This is an optimization exercise on Yosys and OpenROAD, whose aim is small area, not a production implementation.
Function was checked by simulation only, so behaviour that the tests miss may differ from the original.

Setup of build 95:
## fib_table
module fib_table(
    input [63:0] pit_in_prefix,
    input [7:0] pit_in_metadata,
    input rejected,
    input fib_out_bit,
    input start_send_to_pit,
    input [7:0] data_PIT_to_FIB,
    input RX_valid,
    input [7:0] data_SPI_to_FIB,
    input clk,
    input rst,
    output reg [63:0] pit_out_prefix,
    output reg prefix_ready,
    output reg [7:0] pit_out_metadata,
    output reg [7:0] data_FIB_to_PIT,
    output FIB_to_SPI_data_flag,
    output reg [7:0] data_FIB_to_SPI
);
reg [4095:64] table_empty;
wire         table_we;
wire [5:0]   table_wrow;
wire [5:0]   table_wcol;
wire [63:0]  table_wmask = 64'd1 << table_wcol;
integer tr;
always @(posedge clk) begin
    for (tr = 1; tr < 64; tr = tr + 1)
        table_empty[tr*64 +: 64] <= (table_empty[tr*64 +: 64] | {64{rst}}) &
                                    ~({64{table_we && table_wrow == tr[5:0]}} & table_wmask);
end
localparam I_WAIT = 3'd0, I_META = 3'd1, I_PFX = 3'd2, I_DATA = 3'd3,
           I_RESP = 3'd4, I_PASS = 3'd5, I_HASH = 3'd6, I_SAVE = 3'd7;
  ...
Settings: LEC_CHECK=0, CAP_MARGIN=30, CORE_MARGIN=2, CORE_UTILIZATION=45, PLACE_DENSITY=0.7, SETUP_SLACK_MARGIN=0.2, SLEW_MARGIN=30; clock period 7.0 ns.
standard.sh (not shown) runs the stock make flow with config.mk's settings and CLKGATE_MAP_FILE= SYNTH_SCRIPT=/design/flow/synth_recipe.tcl, a recipe that flattens the netlist after the stock synthesis.
==> flow/flow/run.sh <==
#!/bin/bash
# Layout flow: the standard flow (standard.sh) with three changes:
#  - ABC maps the logic for area (flow/abc_area.script) instead of for speed;
#    everything else in synthesis is synth_recipe.tcl unchanged;
#  - clock tree synthesis without dummy loads, with larger sink clusters;
#  - port buffers use the smallest buffer cell (buf_1).
# Each tool's output stays in ORFS's own logs under orfs/logs; make's output
# goes to standard.log.
set -euo pipefail
W=$PWD
{ head -n 1 synth_recipe.tcl
  echo "proc abc {args} { set i [lsearch -exact \$args -script]; if {\$i >= 0} { lset args [expr {\$i + 1}] $W/flow/abc_area.script }; yosys abc {*}\$args }"
  tail -n +2 synth_recipe.tcl; } > area_synth.tcl
bash standard.sh SYNTH_SCRIPT=$W/area_synth.tcl \
  "CTS_ARGS=-sink_clustering_enable -repair_clock_nets -dont_use_dummy_load -sink_clustering_size 8 -sink_clustering_max_diameter 35 -buf_list sky130_fd_sc_hd__clkbuf_4" \
  "BUFFER_PORTS_ARGS=-buffer_cell sky130_fd_sc_hd__buf_1" \
  finish > standard.log 2>&1
==> flow/flow/abc_area.script <==
&get -n
&st
&syn2
&dch -f
&nf -a -R 2000 -C 24
&put
Build 95 completed end to end with timing, DRC and antenna clean.
Changes in build 92 relative to build 95:
diff --git a/flow/flow/run.sh b/flow/flow/run.sh
--- a/flow/flow/run.sh
+++ b/flow/flow/run.sh
@@ -1,3 +1,3 @@
 #!/bin/bash
-# Layout flow: the standard flow (standard.sh) with three changes:
+# Layout flow: the standard flow (standard.sh) with two changes:
 #  - ABC maps the logic for area (flow/abc_area.script) instead of for speed;
@@ -14,3 +14,3 @@
 bash standard.sh SYNTH_SCRIPT=$W/area_synth.tcl \
-  "CTS_ARGS=-sink_clustering_enable -repair_clock_nets -dont_use_dummy_load -sink_clustering_size 8 -sink_clustering_max_diameter 35 -buf_list sky130_fd_sc_hd__clkbuf_4" \
+  "CTS_ARGS=-sink_clustering_enable -repair_clock_nets -dont_use_dummy_load -sink_clustering_size 14 -sink_clustering_max_diameter 50 -buf_list sky130_fd_sc_hd__clkbuf_8" \
   "BUFFER_PORTS_ARGS=-buffer_cell sky130_fd_sc_hd__buf_1" \
Results
- Between build 92 and build 95, the final area does not differ in any meaningful way.
- In terms of global-route track usage on met1, build 92 and build 95 differ only marginally.
- Of build 92 and build 95, it is build 92 that has the lower routing usage on met2.
- Comparing build 95 and build 92, the lower wire length of the first global-routing pass is on build 92.
- Diff build 95 -> build 92 | overall routed net length | decrease of about 0.9%
- Diff build 95 -> build 92: final clock period utilization by the worst path shows a reduction of 3.0 points.
- Comparing the two runs side by side, build 92 comes out ahead of build 95 on worst path setup slack after routing.
- Compare build 95 and build 92 | post-route met1 wirelength higher: build 95
- Minimum clock period after layout in build 92 vs build 95: down 0.21 ns
Input-level comparison between build 5 and build 92:
diff --git a/flow/flow/run.sh b/flow/flow/run.sh
--- a/flow/flow/run.sh
+++ b/flow/flow/run.sh
@@ -1,3 +1,3 @@
 #!/bin/bash
-# Layout flow: the standard flow (standard.sh) with two changes:
+# Layout flow: the standard flow (standard.sh) with three changes:
 #  - ABC maps the logic for area (flow/abc_area.script) instead of for speed;
- Growth of design area from synthesis to finish came out exactly the same in build 5 and build 92.
- Re post-route cell area: no difference whatsoever between build 5 and build 92.
- Non-clock buffer count: build 5 vs build 92, no meaningful difference
- | multiplexer share of the synthesized area | build 92 vs build 5 | ≈ equal |
- Comparing build 5 against build 92, there is no change at all in via count.

-- what the ideal ports hide --
Ports are ideal in the flow. The routed layouts listed here were re-timed in OpenROAD. Step 1 sets driving cells, clkbuf_16 on the clock port and buf_2 on the other inputs (assumed; they add their load-dependent delay and slew). Step 2 adds t to the input delays and takes it off the output delays; t is the mean of the earliest and latest rising clock arrival at the registers after step 1. Input paths then give back, and output paths get back, about the clock's delay inside the block. Slacks: no drivers / after step 1 / after step 2; pairs: no drivers / after step 1.
run | t (ns) | setup slack, ns | hold slack, ns | pins driven straight from the clock port
build 95 | 1.836 | 0.396 / 0.396 / 0.396 | 0.015 / -0.066 / 0.244 | 1
build 92 | 1.296 | 0.609 / 0.609 / 0.609 | 0.260 / 0.260 / 0.260 | 1
build 5 | 1.296 | 0.609 / 0.609 / 0.609 | 0.260 / 0.260 / 0.260 | 1
After both steps setup and hold are still met in every run listed.
